From an optimization exercise on the open Yosys and OpenROAD flow, aimed at a short achievable clock period and few clock cycles; shortcuts taken in it are not production practice.
No run shown here included a check of the RTL's function; only the layout flow was run.

## design/flow/run.sh

```bash
#!/bin/bash
# synth_recipe.tcl (not shown) runs the flow's synth.tcl, then flattens the netlist and writes it again
# the make line also repeats each setting of config.mk as NAME=value (left out here)
make -C /OpenROAD-flow-scripts/flow DESIGN_CONFIG=/design/flow/config.mk WORK_HOME=/design/flow/orfs CLKGATE_MAP_FILE= SYNTH_SCRIPT=/design/flow/synth_recipe.tcl finish
```

## design/flow/config.mk

```make
export PLATFORM = sky130hd
export DESIGN_NAME = calc_didactic
export DESIGN_NICKNAME = calc_didactic
export VERILOG_FILES = /design/flow/design.v
export SDC_FILE = /design/flow/constraint.sdc
export NUM_CORES = 4
export LEC_CHECK = 0
export ABC_CLOCK_PERIOD_IN_PS = 2000
export CAP_MARGIN = 20
export CORE_MARGIN = 2
export CORE_UTILIZATION = 40
export SETUP_SLACK_MARGIN = 5
export SLEW_MARGIN = 20
```

## design/flow/constraint.sdc

```tcl
create_clock -name core_clock -period 10.0 [get_ports {clk}]
set_input_delay 2.0000 -clock core_clock [delete_from_list [all_inputs] [get_ports {clk}]]
set_output_delay 2.0000 -clock core_clock [all_outputs]
set_load 0.01 [all_outputs]
```

## design/flow/design.v

```verilog
module alu(
    input             op1,
    input      [2:0]  op3,
    input             cf,
    input      [15:0] in1,
    input      [15:0] in2,
    output reg [15:0] out,
    output     [4:0]  flags      
);
reg        c, o;
reg [16:0] sum;
reg [15:0] x, y;
reg        ci, sub, arith;
always @(*) begin
    x = in1;
    y = in2;
    ci = 1'b0;
    sub = 1'b0;
    arith = 1'b0;
    if (op1) begin
        case (op3)
            3'd0: begin arith = 1; ci = 1'b1; end                                
            3'd1: begin arith = 1; sub = 1; y = ~in2; ci = 1'b0; end             
            3'd2: begin arith = 1; sub = 1; x = in2; y = ~in1; ci = 1'b1; end    
            3'd7: begin arith = 1; end                                          
            default: ;
        endcase
    end else begin
        case (op3)
            3'd0: begin arith = 1; end                                          
            3'd1: begin arith = 1; ci = cf; end                                 
            3'd2: begin arith = 1; sub = 1; y = ~in2; ci = 1'b1; end            
            3'd3: begin arith = 1; sub = 1; y = ~in2; ci = ~cf; end             
            3'd7: begin arith = 1; end
            default: ;
        endcase
    end
    sum = {1'b0, x} + {1'b0, y} + {16'b0, ci};
    out = sum[15:0];
    c = sum[16] ^ sub;
    o = (x[15] == y[15]) && (x[15] != sum[15]);
    if (!arith) begin
        c = 1'b0;
        o = 1'b0;
        if (op1) begin
            case (op3)
                3'd3: out = ~(in1 | in2);
                3'd4: begin out = {in1[14:0], 1'b0} | {in2[14:0], 1'b0}; c = in1[15] | in2[15]; o = out[15] != c; end
                3'd5: begin out = {1'b0, in1[15:1]} | {1'b0, in2[15:1]}; c = in1[0] | in2[0]; o = in1[15] | in2[15]; end
                default: begin out = {in1[15], in1[15:1]} | {in2[15], in2[15:1]}; c = in1[0] | in2[0]; end
            endcase
        end else begin
            case (op3)
                3'd4: out = in1 & in2;
                3'd5: out = in1 | in2;
                default: out = in1 ^ in2;
            endcase
        end
    end
end
assign flags = {~^out, out[15], out == 16'd0, o, c};
endmodule
module calc_didactic(
        clk,
        rst,
        mem_addr,
        mem_we,
        mem_wdata,
        mem_rdata
    );
input           clk;
input           rst;
output [9:0]    mem_addr;
output          mem_we;
output [15:0]   mem_wdata;
input  [15:0]   mem_rdata;
reg  [9:0]  addr_r;
reg         we_r;
reg  [15:0] wdata_r;
reg         fop;         
reg         arr;         
assign mem_addr  = addr_r;
assign mem_we    = we_r;
assign mem_wdata = wdata_r;
reg  [15:0] q0, q1, q2, q3;
reg  [2:0]  cnt;         
reg  [9:0]  hpc;         
reg  [9:0]  fa;          
reg  [15:0] R [0:7];     
reg  [15:0] F;           
localparam S_ID = 2'd0, S_W1 = 2'd1, S_W2 = 2'd2;
reg  [1:0]  st;
reg  [15:0] mdr;
reg         xv;          
reg         x_alu;       
reg         x_op1;
reg  [2:0]  x_op3;
reg  [15:0] x_a, x_b;
reg         x_ma;        
reg         x_mb;        
reg         x_rwe;       
reg  [2:0]  x_reg;
reg         x_fld;       
reg         x_mwe;       
reg  [9:0]  x_addr;
wire        c0 = q0[0], c1 = q0[1], c2 = q0[2], c3 = q0[3], c5 = q0[5], c6 = q0[6];
wire [2:0]  op3 = {q0[4], q0[5], q0[6]};
wire        d = q0[7];
wire        mod11 = q0[8] & q0[9];
wire        mod10 = q0[8] & ~q0[9];
wire [2:0]  rg = {q0[10], q0[11], q0[12]};
wire [2:0]  rm = {q0[13], q0[14], q0[15]};
wire [3:0]  cond = {q0[4], q0[5], q0[6], q0[7]};
wire [7:0]  off = {q0[8], q0[9], q0[10], q0[11], q0[12], q0[13], q0[14], q0[15]};
wire        is2   = c1;                          
wire        is1   = ~c1 & c3 & ~c0;              
wire        isj   = ~c1 & c3 & c0;               
wire        isf   = ~c1 & ~c3 & c0;              
wire        iss   = ~c1 & ~c3 & ~c0 & c5;        
wire        ismv  = ~c1 & ~c3 & ~c0 & ~c5;       
wire        isjmp = ismv & (op3 == 3'b101);
wire        hasdisp = mod10 & ~isj;
wire        hasimm  = c2 & (is2 | ismv);
wire [2:0]  len = 3'd1 + {2'b0, hasdisp} + {2'b0, hasimm};
wire        avail = (st == S_ID) && (cnt >= len);
wire [15:0] imm = mod10 ? q2 : q1;
wire [2:0]  ia = is1 ? rm : (mod11 ? (d ? rg : rm) : rg);
wire [2:0]  ib = d ? rm : rg;
wire        x_exec = xv & (st == S_ID);
wire        x_wreg = x_exec & x_rwe;
wire [15:0] x_val;
wire [15:0] ra = (x_wreg && x_reg == ia) ? x_val : R[ia];
wire [15:0] rb = (x_wreg && x_reg == ib) ? x_val : R[ib];
wire [15:0] is_val = R[3];
wire [15:0] is_dec = is_val - 16'd1;
wire [15:0] is_inc = is_val + 16'd1;
wire [2:0]  eb = {2'b11, rm[1]};
wire [2:0]  ex = {2'b10, rm[0]};
wire [9:0]  ea_base = rm[2] ? R[rm][9:0] : R[eb][9:0] + R[ex][9:0];
wire [9:0]  ea = ea_base + (mod10 ? q1[9:0] : 10'd0);
reg         cbase;
always @(*) begin
    case (cond[2:0])
        3'd0: cbase = F[4] | F[2];
        3'd1: cbase = cond[3] ? F[0] : F[3];      
        3'd2: cbase = (F[1] ^ F[3]) | F[2];
        3'd3: cbase = F[1] ^ F[3];
        3'd4: cbase = F[2];
        3'd5: cbase = F[1];
        3'd6: cbase = F[3];
        default: cbase = F[4];
    endcase
end
wire        jtaken = cbase ^ cond[3];
wire [9:0]  jtarget = hpc + {{2{off[7]}}, off};
wire [15:0] alu_in1 = x_ma ? mdr : x_a;
wire [15:0] alu_in2 = x_mb ? mdr : x_b;
wire [15:0] alu_res;
wire [4:0]  alu_flags;
alu alu(.op1(x_op1), .op3(x_op3), .cf(F[0]), .in1(alu_in1), .in2(alu_in2),
        .out(alu_res), .flags(alu_flags));
assign x_val = x_alu ? alu_res : alu_in2;
wire        x_fwe = x_exec & (x_alu | x_fld);        
wire        x_port = x_exec & x_mwe;                 
wire        id_mem = ~mod11 & ((is2 | is1) | (ismv & ~isjmp) | (iss & ~d));
wire        id_port = isf | (iss & (c6 | ~(mod11 | d) | ~c6)) | (ismv & ~isjmp & ~mod11) | ((is2 | is1) & ~mod11);
wire        use_ea = id_mem;
wire        use_is = isf | iss;
wire        hz_reg = x_wreg & ((use_ea & (rm[2] ? (x_reg == rm) : (x_reg == eb || x_reg == ex))) |
                               (use_is & (x_reg == 3'd3)) |
                               (isjmp & (x_reg == ia)));
wire        hz_flag = x_fwe & (isj | (isf & ~c6));
wire        hz_port = x_port & id_port;
wire        go = avail & ~hz_reg & ~hz_flag & ~hz_port;
reg  [1:0]  st_n;
reg         xv_n, x_alu_n, x_op1_n, x_ma_n, x_mb_n, x_rwe_n, x_fld_n, x_mwe_n;
reg  [2:0]  x_op3_n, x_reg_n;
reg  [15:0] x_a_n, x_b_n;
reg  [9:0]  x_addr_n;
reg         e_req, e_we;
reg  [9:0]  e_addr;
reg  [15:0] e_wdata;
reg         is_we;
reg  [15:0] is_nv;
reg         flush;
reg  [9:0]  target;
always @(*) begin
    st_n = st;
    xv_n = 1'b0;
    x_alu_n = 1'b0;
    x_op1_n = is1;
    x_op3_n = op3;
    x_ma_n = 1'b0;
    x_mb_n = 1'b0;
    x_rwe_n = 1'b0;
    x_fld_n = 1'b0;
    x_mwe_n = 1'b0;
    x_reg_n = ia;
    x_a_n = ra;
    x_b_n = is1 ? 16'd0 : (hasimm ? imm : rb);
    x_addr_n = ea;
    e_req = 1'b0;
    e_we = 1'b0;
    e_addr = ea;
    e_wdata = ra;
    is_we = 1'b0;
    is_nv = is_inc;
    flush = 1'b0;
    target = jtarget;
    case (st)
        S_ID: begin
            if (x_port) begin
                e_req = 1'b1; e_we = 1'b1; e_addr = x_addr; e_wdata = x_val;
            end
            if (go) begin
                if (isj) begin
                    flush = jtaken;
                end else if (isjmp) begin
                    flush = 1'b1;
                    target = ra[9:0];
                end else if (isf) begin
                    if (c6) begin                                
                        is_we = 1'b1; is_nv = is_inc;
                        e_req = 1'b1; e_addr = is_val[9:0];
                        st_n = S_W1;
                        xv_n = 1'b1; x_fld_n = 1'b1;
                    end else begin                               
                        is_we = 1'b1; is_nv = is_dec;
                        e_req = 1'b1; e_we = 1'b1; e_addr = is_dec[9:0]; e_wdata = F;
                    end
                end else if (iss) begin
                    if (c6) begin                                
                        is_we = 1'b1; is_nv = is_inc;
                        e_req = 1'b1; e_addr = is_val[9:0];
                        st_n = S_W1;
                        xv_n = 1'b1; x_mb_n = 1'b1;
                        if (mod11 | d) x_rwe_n = 1'b1;           
                        else           x_mwe_n = 1'b1;           
                    end else begin                               
                        is_we = 1'b1; is_nv = is_dec;
                        if (mod11 | d) begin
                            e_req = 1'b1; e_we = 1'b1; e_addr = is_dec[9:0]; e_wdata = ra;
                        end else begin
                            e_req = 1'b1;
                            st_n = S_W1;
                            xv_n = 1'b1; x_mb_n = 1'b1; x_mwe_n = 1'b1; x_addr_n = is_dec[9:0];
                        end
                    end
                end else if (ismv) begin
                    if (mod11) begin
                        xv_n = 1'b1; x_rwe_n = 1'b1;             
                    end else if (hasimm) begin
                        e_req = 1'b1; e_we = 1'b1; e_wdata = imm;
                    end else if (d) begin
                        e_req = 1'b1;
                        st_n = S_W1;
                        xv_n = 1'b1; x_mb_n = 1'b1; x_rwe_n = 1'b1;
                    end else begin
                        e_req = 1'b1; e_we = 1'b1; e_wdata = ra;
                    end
                end else if (is2 | is1) begin
                    xv_n = 1'b1; x_alu_n = 1'b1;
                    if (mod11) begin
                        x_rwe_n = is1 | c3;
                    end else begin
                        e_req = 1'b1;
                        st_n = S_W1;
                        if (is1 | ~d | hasimm) begin             
                            x_ma_n = 1'b1;
                            x_b_n = is1 ? 16'd0 : (hasimm ? imm : ra);
                            x_mwe_n = is1 | c3;
                        end else begin                           
                            x_mb_n = 1'b1;
                            x_rwe_n = c3;
                        end
                    end
                end
            end
        end
        S_W1: begin
            st_n = S_W2;
            xv_n = xv;
        end
        default: begin                                           
            st_n = S_ID;
            xv_n = xv;
        end
    endcase
end
wire [2:0]  k = go ? len : 3'd0;
reg  [15:0] s0, s1, s2, s3;
reg  [15:0] n0, n1, n2, n3;
reg  [2:0]  cnt_n;
wire [2:0]  cnt_k = cnt - k;
wire        arr_n = fop & ~flush;
wire        space = ({1'b0, cnt_n} + {3'b0, arr_n}) < 4'd4;
always @(*) begin
    case (k)
        3'd0: begin s0 = q0; s1 = q1; s2 = q2; s3 = q3; end
        3'd1: begin s0 = q1; s1 = q2; s2 = q3; s3 = q3; end
        3'd2: begin s0 = q2; s1 = q3; s2 = q3; s3 = q3; end
        default: begin s0 = q3; s1 = q3; s2 = q3; s3 = q3; end
    endcase
    n0 = s0; n1 = s1; n2 = s2; n3 = s3;
    if (arr) begin
        case (cnt_k[1:0])
            2'd0: n0 = mem_rdata;
            2'd1: n1 = mem_rdata;
            2'd2: n2 = mem_rdata;
            default: n3 = mem_rdata;
        endcase
    end
    cnt_n = flush ? 3'd0 : cnt_k + {2'b0, arr};
end
always @(posedge clk) begin
    q0 <= n0;
    q1 <= n1;
    q2 <= n2;
    q3 <= n3;
    if (x_wreg && !(is_we && x_reg == 3'd3))
        R[x_reg] <= x_val;
    if (is_we)
        R[3] <= is_nv;
    if (st == S_W2)
        mdr <= mem_rdata;
    if (st == S_ID) begin
        x_alu <= x_alu_n;
        x_op1 <= x_op1_n;
        x_op3 <= x_op3_n;
        x_a <= x_a_n;
        x_b <= x_b_n;
        x_ma <= x_ma_n;
        x_mb <= x_mb_n;
        x_rwe <= x_rwe_n;
        x_reg <= x_reg_n;
        x_fld <= x_fld_n;
        x_mwe <= x_mwe_n;
        x_addr <= x_addr_n;
    end
    if (rst) begin
        cnt <= 3'd0;
        hpc <= 10'd0;
        fa <= 10'd1;
        addr_r <= 10'd0;
        we_r <= 1'b0;
        fop <= 1'b1;
        arr <= 1'b0;
        st <= S_ID;
        xv <= 1'b0;
        F <= 16'd0;
    end else begin
        cnt <= cnt_n;
        hpc <= flush ? target : hpc + {7'b0, k};
        arr <= arr_n;
        st <= st_n;
        xv <= xv_n;
        if (x_exec && x_fld)
            F <= mdr;
        else if (x_exec && x_alu)
            F <= {11'b0, alu_flags};
        if (e_req) begin
            addr_r <= e_addr;
            we_r <= e_we;
            wdata_r <= e_wdata;
            fop <= 1'b0;
            if (flush)
                fa <= target;
        end else if (flush) begin
            addr_r <= target;
            we_r <= 1'b0;
            fop <= 1'b1;
            fa <= target + 10'd1;
        end else if (space) begin
            addr_r <= fa;
            we_r <= 1'b0;
            fop <= 1'b1;
            fa <= fa + 10'd1;
        end else begin
            we_r <= 1'b0;
            fop <= 1'b0;
        end
    end
end
endmodule
```

==> results of run 1 <==
==> worst paths after layout <==
| path | end | slack [ps] | cells after the start |
|---|---|---|---|
| min reg2reg | q2[13]$_DFF_P_ | 510 | 2 |
| max reg2reg | fa[8]$_SDFFE_PP0P_ | 4730 | 25 |
| min | q2[13]$_DFF_P_ | 510 | 2 |
| max | fa[8]$_SDFFE_PP0P_ | 4730 | 25 |
==> cells by family (layout without fill, tap and decap cells) <==
kind of cell	Yosys count	in the layout	synth area share, %
muxes	185	185	9.71
adders and majority gates	98	98	5.21
AOI/OAI and AO/OA	821	823	22.0
xor gates and xnor gates	87	87	3.16
DFF	334	334	36.7
buffers and inverters	330	391	5.36
other	0	1	0
and+or+nand+nor	933	936	17.8
==> cell usage in the layout (no fill, tap or decap), drive strengths merged, types with 69 or more instances in the layout <==
master  instances
buf           147
inv           120
nand2         306
edfxtp        231
nor3           69
mux2i         102
a21oi         194
nor2          275
ha             91
nand3          72
o21ai         183
dfxtp         103
==> cell type report <==
type                            instances  area (µm²)
Antenna cell                            1        2.50
Clock buffer                           44         995
Clock inverter                         26         335
Fill cell                            5608       31700
Inverter                              121         524
Multi-Input combinational cell       2129       14900
Sequential cell                       334        9020
Tap cell                              782         978
Timing Repair Buffer                  197        1920
Timing Repair inverter                  3        18.8
==> cell usage after synthesis, drive strengths merged (43+ instances only) <==
cell type  number
o22ai          49
xnor2          59
buf            43
nand2b         44
clkbuf        166
mux2i         102
dfxtp         103
nor3           69
nand3          71
inv           120
nor2          273
mux2           49
edfxtp        231
a22oi          59
ha             91
a21oi         194
nand2         306
a211oi         68
o21ai         182
==> per-stage QoR <==
| stage | area, µm² | worst slack [ps] |
|---|---|---|
| floorplan | 24800 | 4290 |
| global placement | 25800 | 2920 |
| detailed placement | 25800 | 2660 |
| CTS | 28000 | 4960 |
| global route | 28700 | 4600 |
| finish | 28700 | 4730 |
==> what timing repair did <==
| item | in CTS | in global routing |
|---|---|---|
| resized for setup | 86 | 83 |
| hold endpoints to repair | 0 | 0 |
| cloned | 10 | 6 |
| buffers inserted | 50 | 32 |
| setup endpoints to repair | 199 | 40 |
| pin swaps | 16 | 26 |
==> metal layers <==
layer	track usage (%)	share of wire (%)	vias up
li1	-	-	10500
met1	37.3	40	11400
met2	48.0	46	1208
met3	4.41	8.0	282
met4	16.1	6.8	0
met5	0	0	-
==> worst max-delay path: stages (launching register included) <==
cell and delay (ps):
dfxtp_2 380, nor2b_4 160, buf_6 120, nand2_1 80, ha_4 340, clkinv_8 70, ha_4 250, nand2b_4 110
a211oi_4 60, nor4_4 380, nand3_4 150, o21bai_4 250, or2_1 270, bufinv_8 200, fa_2 440, inv_2 100
ha_4 140, xor2_2 180, xnor2_2 170, inv_2 80, a31oi_4 230, and2_4 240, buf_6 110, nor2_4 50
a22o_1 260, a221o_1 310
==> impl_metrics.ini, run 1 <==
[global_route]
grt_max_degree = 60
grt_pass1_vias = 21700
antenna_found_initial = 0
grt_pass1_wl_um = 140000
grt-ovfl-total = 0
grtUsageTotal_pct = 29.4

[yosys]
ys_types = 109
syn_inst = 2788
ys_warn_count = 2
mappedNetlistNets = 2904
synthesis.area_um2 = 24500
yosys.area.top_type_share_pct = 28.3
ys_seq_area_share_pct = 36.7
synth_ff_type = edfxtp_1
ys_ff_latch = 334
synth-edff-count = 231
synth_area_leader_cell = edfxtp_1
syn_avg_cell_area_um2 = 8.80
synth-async-reset-ratio_pct = 0
synth.area.top_cells = edfxtp_1 28%, dfxtp_1 8.4%, nand2_1 4.7%, ha_1 4.6%, nor2_1 4.1%

[cells_and_area]
top_register = R
final_util_pct = 47.5
nNetsFinal = 2940
largest_reg_flops = 128
syn2layout_area_growth_pct = 17.1
drive_gt1_share_pct = 16.3
fin_cells = 3637

[floorplan]
row_count = 90
die_y_um = 252
start_util_pct = 40.6
coreArea_um2 = 60500
ios = 45
dieArea_um2 = 63400
dieWidth_um = 252

[clock_tree]
cts_sinks = 334
cts_tree = yes
cts-root-buf = clkbuf_16
htreeDepth = 2
ctsLongestPathBuffers = 3
cts_inserted_buffers = 38
clock_insertion_delay_worst_skew_ps = 580
cts_hold_buf = 0
clkTransAtPathRegs_ps = 70

[placed_design]
io_buffer_count = 44
place_inst = 3468
dp_hpwl_um = 67000
gp_congestion = 0.997

[setup_path]
start_kind = flip-flop
critPathRequiredTime_ps = 10460
crit_start = q0[9]$_DFF_P_
endpoint_kind = flip-flop
path_class = reg2reg
r2r-start = q0[9]$_DFF_P_
cp_max_fo = 9
crit_arrival_ps = 5730

[min_path]
hold_class = reg2reg
min_from = q2[13]$_DFF_P_

[sta]
skew_ps = 28.0
layout_min_cycle_time_ps = 5270
maxSlewViolCount = 0
tightest_slew_ps = 1180
fmax_ghz = 0.190
setup_tns_ps = 0
hold_violations = 0
whs_ps = 507
period_share_pct = 52.7
rsz0062_at_grt = true
setup_viol = 0
relSlewSlack_pct = 21.1

[job]
cap_violations = 0

[detailed_routing]
wl_per_cell_um = 26.7
drc = 0
drtIter0Drc = 2594
first_pass_iters = 7
via_count = 23300
viasPerCell = 6.41
final_antenna_net_count = 0
wl_um = 97300

[run_status]
run_status = complete, no violations
==> run 2: changes to the inputs <==
--- a/design/flow/design.v
+++ b/design/flow/design.v
@@ -287,12 +287,22 @@
         end
     endcase
 end
+reg  [15:0] ic_data [0:63];
+reg  [3:0]  ic_tag  [0:63];
+reg  [63:0] ic_v;
+reg         fetched;     
+reg  [9:0]  fetch_a;
+wire [5:0]  fidx = fa[5:0];
+wire        ic_hit = ic_v[fidx] && (ic_tag[fidx] == fa[9:6]);
+wire [15:0] ic_word = ic_data[fidx];
 wire [2:0]  k = go ? len : 3'd0;
 reg  [15:0] s0, s1, s2, s3;
 reg  [15:0] n0, n1, n2, n3;
 reg  [2:0]  cnt_n;
 wire [2:0]  cnt_k = cnt - k;
+wire [2:0]  cnt_a = cnt_k + {2'b0, arr};
 wire        arr_n = fop & ~flush;
+wire        hit_ins = ic_hit & ~fop & ~flush & (cnt_a < 3'd4);
 wire        space = ({1'b0, cnt_n} + {3'b0, arr_n}) < 4'd4;
 always @(*) begin
     case (k)
@@ -310,7 +320,37 @@
             default: n3 = mem_rdata;
         endcase
     end
-    cnt_n = flush ? 3'd0 : cnt_k + {2'b0, arr};
+    if (hit_ins) begin
+        case (cnt_a[1:0])
+            2'd0: n0 = ic_word;
+            2'd1: n1 = ic_word;
+            2'd2: n2 = ic_word;
+            default: n3 = ic_word;
+        endcase
+    end
+    cnt_n = flush ? 3'd0 : cnt_a + {2'b0, hit_ins};
+end
+wire [5:0]  widx = addr_r[5:0];
+wire        fill = fetched;
+wire [5:0]  fl_idx = fetch_a[5:0];
+wire        w_kill = we_r && ((fill && fl_idx == widx) ? (fetch_a[9:6] == addr_r[9:6])
+                                                       : (ic_tag[widx] == addr_r[9:6]));
+always @(posedge clk) begin
+    if (fill) begin
+        ic_data[fl_idx] <= mem_rdata;
+        ic_tag[fl_idx] <= fetch_a[9:6];
+    end
+    fetch_a <= addr_r;
+    if (rst) begin
+        ic_v <= 64'd0;
+        fetched <= 1'b0;
+    end else begin
+        fetched <= fop;
+        if (fill)
+            ic_v[fl_idx] <= 1'b1;
+        if (w_kill)
+            ic_v[widx] <= 1'b0;
+    end
 end
 always @(posedge clk) begin
     q0 <= n0;
@@ -363,22 +403,18 @@
             we_r <= e_we;
             wdata_r <= e_wdata;
             fop <= 1'b0;
-            if (flush)
-                fa <= target;
-        end else if (flush) begin
-            addr_r <= target;
-            we_r <= 1'b0;
-            fop <= 1'b1;
-            fa <= target + 10'd1;
-        end else if (space) begin
+        end else if (!flush && !ic_hit && space) begin
             addr_r <= fa;
             we_r <= 1'b0;
             fop <= 1'b1;
-            fa <= fa + 10'd1;
         end else begin
             we_r <= 1'b0;
             fop <= 1'b0;
         end
+        if (flush)
+            fa <= target;
+        else if (hit_ins || (!e_req && !ic_hit && space))
+            fa <= fa + 10'd1;
     end
 end
 endmodule
==> run 2 against run 1 <==
Worst hold slack gained 0.80 ps. Still clean on timing, DRC and antenna. Register-to-register slack worse by 940 ps. Clock skew is 37 ps higher. Largest cell class is now registers. Final area increased to 3.2 times the previous value. Global-route usage decreased by 6.5 points.
==> impl_metrics.ini, run 2 <==
[detailed_routing]
wl_per_cell_um = 28.6
drtIter0Drc = 6178
first_pass_iters = 7
viasPerCell = 6.08
wl_um = 236000
drc = 0
via_count = 50300
final_antenna_net_count = 0

[placed_design]
gp_congestion = 0.915
placed_area_um2 = 83800
place_inst = 7861
dp_hpwl_um = 147000
io_buffer_count = 44
pre_cts_slack_ps = 2190

[clock_tree]
ctsLongestPathBuffers = 3
htreeDepth = 4
clkTransAtPathRegs_ps = 60
clock_insertion_delay_worst_skew_ps = 860
cts-root-buf = clkbuf_16
cts_sinks = 1701
cts_tree = yes
cts_inserted_buffers = 175

[cells_and_area]
reg_top3 = ic_data x1024, ic_tag x256, R x128
final_area_um2 = 90900
largest_reg_flops = 1024
fin_cells = 8267
nNetsFinal = 5610
fillers = 17200
final_common_cell = edfxtp_1
drive_gt1_share_pct = 23.5
top_register = ic_data
layout_common_cells = 1,495 x edfxtp_1, 502 x mux4_2, 389 x nand2_1
syn2layout_area_growth_pct = 13.9

[sta]
setup_viol = 0
skew_ps = 65.1
period_share_pct = 62.1
layout_min_cycle_time_ps = 6210
tightest_slew_ps = 1250
fmax_ghz = 0.161
setup_tns_ps = 0
maxSlewViolCount = 0
relSlewSlack_pct = 16.1
timing.final.ws_setup_ps = 3790
hold_violations = 0
rsz0062_at_grt = true

[floorplan]
start_util_pct = 40.4
dieWidth_um = 451
dieArea_um2 = 203000
ios = 45
row_count = 163
coreArea_um2 = 198000
die_y_um = 451

[yosys]
synth.area.top_cells = edfxtp_1 56%, mux4_2 14%, dfxtp_1 5.2%, mux2i_1 3.4%, nand2_1 1.8%
ys_warn_count = 2
synth.most_common_cell = edfxtp_1
synth-edff-count = 1495
yosys.area.top_type_share_pct = 56.2
ys_types = 93
ys_seq_area_share_pct = 61.4
synthesis.area_um2 = 79800
synth_area_leader_cell = edfxtp_1
syn_avg_cell_area_um2 = 14.9
synth-async-reset-ratio_pct = 0
ys_ff_latch = 1701
synth_ff_type = edfxtp_1
mappedNetlistNets = 5480
syn_inst = 5352
ys_top_cells_by_count = 1,495 x edfxtp_1, 502 x mux4_2, 390 x nand2_1, 324 x nor2_1, 272 x mux2i_1

[setup_path]
slowest_delay_ps = 550
path_class = reg2reg
rrSetupSlack_ps = 3790
start_kind = flip-flop
path_buf_inv = 6
crit_arrival_ps = 6900
critPathRequiredTime_ps = 10690
cpMostUsedCell = ha_4
endpoint_kind = flip-flop
slowest_stage = or4_4
path_depth = 33
cp_top_family = simple AND/OR/NAND/NOR gates
timing.reg2reg.worst_path_depth = 33
r2r-start = q0[3]$_DFF_P_
cp_max_fo = 4
crit_start = q0[3]$_DFF_P_

[global_route]
grt_max_degree = 126
grt_pass1_vias = 49700
grtUsageTotal_pct = 22.9
grt_pass1_wl_um = 344000
antenna_found_initial = 6
grt-ovfl-total = 0

[min_path]
hold_path_depth = 2
hold_class = reg2reg

[run_status]
run_status = complete, no violations

[job]
cap_violations = 0
-- run 2: final cells by class --
class	count	area, µm²	share of cell area, %
diodes	1	2.50	0.00275
clock buffers	214	4570	5.02
clock inverters	107	1060	1.16
inverters	134	544	0.599
multi-input cells	3166	29800	32.7
flip-flops and latches	1701	49100	54.0
well taps	2640	3300	3.63
repair buffers	303	2610	2.87
repair inverters	1	8.76	0.00963
-- run 2: how the worst min path moves through the flow --
stage                                 startpoint                  to
after floorplan           addr_r[5]$_SDFFE_PP0N_  fetch_a[5]$_DFF_P_
after global placement        ic_v[0]$_SDFF_PP0_  ic_v[0]$_SDFF_PP0_
after detailed placement  addr_r[6]$_SDFFE_PP0N_  fetch_a[6]$_DFF_P_
after CTS                     ic_v[0]$_SDFF_PP0_  ic_v[0]$_SDFF_PP0_
after global routing      addr_r[6]$_SDFFE_PP0N_  fetch_a[6]$_DFF_P_
final                         ic_v[0]$_SDFF_PP0_  ic_v[0]$_SDFF_PP0_
-- run 2: through the flow --
step                utilization, %  hold WS, ps
detailed placement            42.4          499
global placement              42.4          497
floorplan                        -          392
finish                        46.0          508
CTS                           45.7          508
global route                  46.0          529
-- run 2: kinds of logic (layout without fill, tap and decap cells) --
kind of cell / Yosys count / in the layout / share of synthesized area (%)
and+or+nand+nor: 1164 / 1165 / 6.76
other: 0 / 1 / 0
DFF: 1701 / 1701 / 61.4
buffers and inverters: 486 / 759 / 2.51
adders and majority gates: 110 / 110 / 1.79
xor gates and xnor gates: 110 / 110 / 1.21
AOI/OAI and AO/OA: 930 / 930 / 7.56
muxes: 851 / 851 / 18.8
-- run 2: repair_timing --
item | 4_1_cts | 5_1_grt
hold buffers | 0 | 0
pin swaps | 29 | 26
endpoints found under the setup margin | 304 | 188
gates cloned | 5 | 2
gates resized for setup | 83 | 67
setup buffers | 58 | 17
-- run 2: per-layer routing --
metal	wire length, µm	part of all wire (%)	track usage (%)	vias up
met2	114000	48	37.5	2240
met5	0	0	0	-
met1	97300	41	31.3	26100
li1	-	-	-	21500
met4	8200	3.5	7.68	0
met3	17100	7.2	3.44	428
-- run 2: tightest hold or removal path, delay by kind of cell (launching register included) --
kind	cells	cell delay [ps]
flip-flops	1	310
AND/OR/NAND/NOR	2	150
==> run 3: changes to the inputs <==
--- a/design/flow/design.v
+++ b/design/flow/design.v
@@ -82,7 +82,9 @@
 assign mem_addr  = addr_r;
 assign mem_we    = we_r;
 assign mem_wdata = wdata_r;
-reg  [15:0] q0, q1, q2, q3;
+localparam QD = 6;       
+reg  [15:0] q [0:QD-1];
+wire [15:0] q0 = q[0], q1 = q[1], q2 = q[2];
 reg  [2:0]  cnt;         
 reg  [9:0]  hpc;         
 reg  [9:0]  fa;          
@@ -296,37 +298,24 @@
 wire        ic_hit = ic_v[fidx] && (ic_tag[fidx] == fa[9:6]);
 wire [15:0] ic_word = ic_data[fidx];
 wire [2:0]  k = go ? len : 3'd0;
-reg  [15:0] s0, s1, s2, s3;
-reg  [15:0] n0, n1, n2, n3;
-reg  [2:0]  cnt_n;
 wire [2:0]  cnt_k = cnt - k;
 wire [2:0]  cnt_a = cnt_k + {2'b0, arr};
 wire        arr_n = fop & ~flush;
-wire        hit_ins = ic_hit & ~fop & ~flush & (cnt_a < 3'd4);
-wire        space = ({1'b0, cnt_n} + {3'b0, arr_n}) < 4'd4;
+wire [3:0]  occ = {1'b0, cnt} + {3'b0, arr};
+wire        hit_ins = ic_hit & ~fop & (occ < QD);
+wire        space = (occ + {3'b0, fop}) < QD;
+reg  [15:0] nq [0:QD-1];
+reg  [2:0]  cnt_n;
+integer     qi;
 always @(*) begin
-    case (k)
-        3'd0: begin s0 = q0; s1 = q1; s2 = q2; s3 = q3; end
-        3'd1: begin s0 = q1; s1 = q2; s2 = q3; s3 = q3; end
-        3'd2: begin s0 = q2; s1 = q3; s2 = q3; s3 = q3; end
-        default: begin s0 = q3; s1 = q3; s2 = q3; s3 = q3; end
-    endcase
-    n0 = s0; n1 = s1; n2 = s2; n3 = s3;
-    if (arr) begin
-        case (cnt_k[1:0])
-            2'd0: n0 = mem_rdata;
-            2'd1: n1 = mem_rdata;
-            2'd2: n2 = mem_rdata;
-            default: n3 = mem_rdata;
-        endcase
-    end
-    if (hit_ins) begin
-        case (cnt_a[1:0])
-            2'd0: n0 = ic_word;
-            2'd1: n1 = ic_word;
-            2'd2: n2 = ic_word;
-            default: n3 = ic_word;
-        endcase
+    for (qi = 0; qi < QD; qi = qi + 1) begin
+        nq[qi] = q[qi];
+        if (qi + k < QD)
+            nq[qi] = q[qi + k];
+        if (arr && cnt_k == qi)
+            nq[qi] = mem_rdata;
+        if (hit_ins && cnt_a == qi)
+            nq[qi] = ic_word;
     end
     cnt_n = flush ? 3'd0 : cnt_a + {2'b0, hit_ins};
 end
@@ -353,10 +342,8 @@
     end
 end
 always @(posedge clk) begin
-    q0 <= n0;
-    q1 <= n1;
-    q2 <= n2;
-    q3 <= n3;
+    for (qi = 0; qi < QD; qi = qi + 1)
+        q[qi] <= nq[qi];
     if (x_wreg && !(is_we && x_reg == 3'd3))
         R[x_reg] <= x_val;
     if (is_we)
==> run 3 against run 2 <==
First-iteration DRC count increased by 28%. Worst hold slack worse by 82 ps. Register-to-register slack gained 1300 ps. Clock-buffer cell count increased by 19. Fmax rose by 26%. Clock skew down 8.7 ps. Synthesized cell count grew 8.1%. Via count rose by 10%. Sequential share of layout area is 1.3 points lower. Critical path type unchanged.
==> impl_metrics.ini, run 3 <==
[run_status]
run_status = complete, no violations

[clock_tree]
cts-root-buf = clkbuf_16
cts_hold_buf = 0
cts_inserted_buffers = 179
clock_insertion_delay_worst_skew_ps = 860
cts_sinks = 1736
ctsLongestPathBuffers = 3
htreeDepth = 4
cts_tree = yes
clkTransAtPathRegs_ps = 60

[setup_path]
cp_top_family = simple AND/OR/NAND/NOR gates
slowest_stage = fa_2
crit_start = q[0][0]$_DFFE_PN_
slowest_delay_ps = 460
start_kind = flip-flop
endpoint_kind = flip-flop
crit_chain = nor3_2 > o21a_2 > buf_12 > clkinvlp_4 > ha_4 > inv_4 > ha_4 > o21ai_2 > a221o_1 > or4_4 > a21oi_4 > nor2b_4 > buf_12 > fa_2 > inv_2 > ha_4 > buf_12 > xnor2_4 > nand4_1 > buf_12 > nand3b_1 > buf_6
critPathRequiredTime_ps = 10550
reg2reg_to = q[2][1]$_DFFE_PP_
cpMostUsedCell = buf_12
path_class = reg2reg
path_buf_inv = 8
rrSetupSlack_ps = 5060
r2r-start = q[0][0]$_DFFE_PN_
crit_arrival_ps = 5490
timing.reg2reg.worst_path_depth = 22
cp_max_fo = 8

[detailed_routing]
first_pass_iters = 8
wl_met1_um = 111000
top_layer_used = met5
wl_per_cell_um = 30.2
drtIter0Drc = 7914
final_antenna_net_count = 0
drc = 0
dr_wl_met3_um = 25900
wl_met2_um = 123000
via_count = 55400
viasPerCell = 6.22
wl_um = 269000

[cells_and_area]
reg_top3 = ic_data x1024, ic_tag x256, R x128
ff_latch_area_um2 = 50700
nNetsFinal = 6097
drive_gt1_share_pct = 23.6
final_util_pct = 46.5
layout_common_cells = 1,591 x edfxtp_1, 519 x mux4_2, 419 x nand2_1
multiInputGateArea_um2 = 31700
largest_reg_flops = 1024
syn2layout_area_growth_pct = 15.5
fillers = 17900
top_register = ic_data
final_common_cell = edfxtp_1
fin_cells = 8903

[global_route]
antenna_found_initial = 9
grt_max_degree = 129
grt_pass1_vias = 53500
grtUsageTotal_pct = 24.9
grt-ovfl-total = 0
grt_pass1_wl_um = 385000

[yosys]
synth-edff-count = 1591
syn_avg_cell_area_um2 = 14.4
ys_warn_count = 4
synth_area_leader_cell = edfxtp_1
ys_ff_latch = 1736
synth.most_common_cell = edfxtp_1
ys_seq_area_share_pct = 60.8
ys_types = 90
synthesis.area_um2 = 83400
synth-async-reset-ratio_pct = 0
synthAdderAreaFrac_pct = 1.85
synth_compound_area_share_pct = 8.50
synth-simple-area-share_pct = 7.45
muxShareOfSynthArea_pct = 17.6
yosys.area.top_type_share_pct = 57.3
mappedNetlistNets = 5919
synth_ff_type = edfxtp_1
synth-xor-area-share_pct = 1.35
synth.area.top_cells = edfxtp_1 57%, mux4_2 14%, dfxtp_1 3.5%, mux2i_1 2.7%, a21oi_1 2.4%
ys_top_cells_by_count = 1,591 x edfxtp_1, 519 x mux4_2, 425 x nand2_1, 399 x a21oi_1, 396 x nor2_1
syn_inst = 5783
synth_top_family_by_area = multiplexers

[sta]
tightest_slew_ps = 1120
rsz0062_at_grt = true
maxSlewViolCount = 0
whs_ps = 426
timing.final.ws_setup_ps = 5060
period_share_pct = 49.4
setup_viol = 0
layout_min_cycle_time_ps = 4940
skew_ps = 56.5
setup_tns_ps = 0
fmax_ghz = 0.202
hold_violations = 0
relSlewSlack_pct = 24.8

[min_path]
min_to = st[1]$_SDFFE_PP0P_
hold_path_depth = 1
min_from = st[1]$_SDFFE_PP0P_
hold_class = reg2reg

[placed_design]
gp_congestion = 0.926
place_inst = 8408
dp_hpwl_um = 161000
pre_cts_slack_ps = 3060
io_buffer_count = 44

[floorplan]
ios = 45
dieArea_um2 = 212000
start_util_pct = 40.3
coreArea_um2 = 207000
die_y_um = 461
row_count = 167
dieWidth_um = 461

[job]
cap_violations = 0
run 3: changes by cell type after synthesis, moves of 32 or more:
cell      change
edfxtp_1     +96
o21ai_0      +61
nor2_1       +72
nor4b_1      +49
clkbuf_1     +45
a21oi_1     +148
o22ai_1      -32
a221oi_1     +42
mux2i_1      -44
dfxtp_1      -61
nor3_1       +72
nand2_1      +35
run 3: final cells by class:
type | count | area share, %
Antenna cell | 2 | 0.00520
Timing Repair Buffer | 405 | 4.07
Multi-Input combinational cell | 3527 | 32.9
Sequential cell | 1736 | 52.7
Timing Repair inverter | 1 | 0.00520
Clock inverter | 100 | 1.21
Clock buffer | 233 | 4.99
Inverter | 111 | 0.489
Tap cell | 2788 | 3.62
run 3: kinds of logic after synthesis:
kind of cell	Yosys count
AOI/OAI and AO/OA	1132
DFF	1736
and+or+nand+nor	1338
xor gates and xnor gates	127
adders and majority gates	119
buffers and inverters	524
muxes	807
run 3: repair_timing:
action / 4_1_cts / 5_1_grt
cloned: 12 / 6
pin swaps: 32 / 36
setup endpoints to repair: 418 / 283
setup buffers: 90 / 52
resized for setup: 135 / 92
run 3: per-layer routing:
layer,vias to the layer above,track usage [%]
li1,23300,-
met1,28600,35.6
met2,3045,38.4
met3,457,4.82
met4,8,7.88
met5,-,0
run 3: how the worst max path moves through the flow:
| stage | to | slack (ps) | cells past startpoint |
|---|---|---|---|
| after floorplan | q[2][0]$_DFFE_PP_ | 4800 | 23 |
| after global placement | q[3][13]$_DFFE_PP_ | 3170 | 24 |
| after detailed placement | q[3][15]$_DFFE_PP_ | 3060 | 20 |
| after CTS | q[1][12]$_DFFE_PP_ | 4940 | 21 |
| after global routing | wdata_r[15]$_DFFE_PP_ | 4880 | 19 |
| final | q[2][1]$_DFFE_PP_ | 5060 | 22 |
run 3: metrics by stage:
step	instance area (µm²)
floorplan	83600
global placement	87700
detailed placement	87700
CTS	95300
global route	96300
finish	96300

[what the ideal ports hide]
The results above use ideal ports. As a check the final layouts listed here were re-extracted and re-timed, cells and wires unchanged.
Step 1 assumes that a clkbuf_16 drives the clock port and a buf_2 every other input.
Step 2 also shifts input and output timing later by t, the mid clock arrival at the registers, as if the neighbouring blocks saw the same clock.
a / b / c = ideal ports / drivers / drivers and shift; a / b = the first two.
run | t, ns | setup WS [ns] | worst setup path after step 2 | latest minus earliest clock arrival (ns) | worst register clock-pin slew, ns
run 1 | 0.629 | 4.732 / 4.732 / 4.732 | register to register | 0.028 / 0.028 | 0.07 / 0.07
run 2 | 0.910 | 3.790 / 3.790 / 3.790 | register to register | 0.067 / 0.066 | 0.07 / 0.07
run 3 | 0.913 | 5.056 / 5.056 / 5.056 | register to register | 0.057 / 0.057 | 0.07 / 0.07
After both steps every run listed still meets setup and hold.
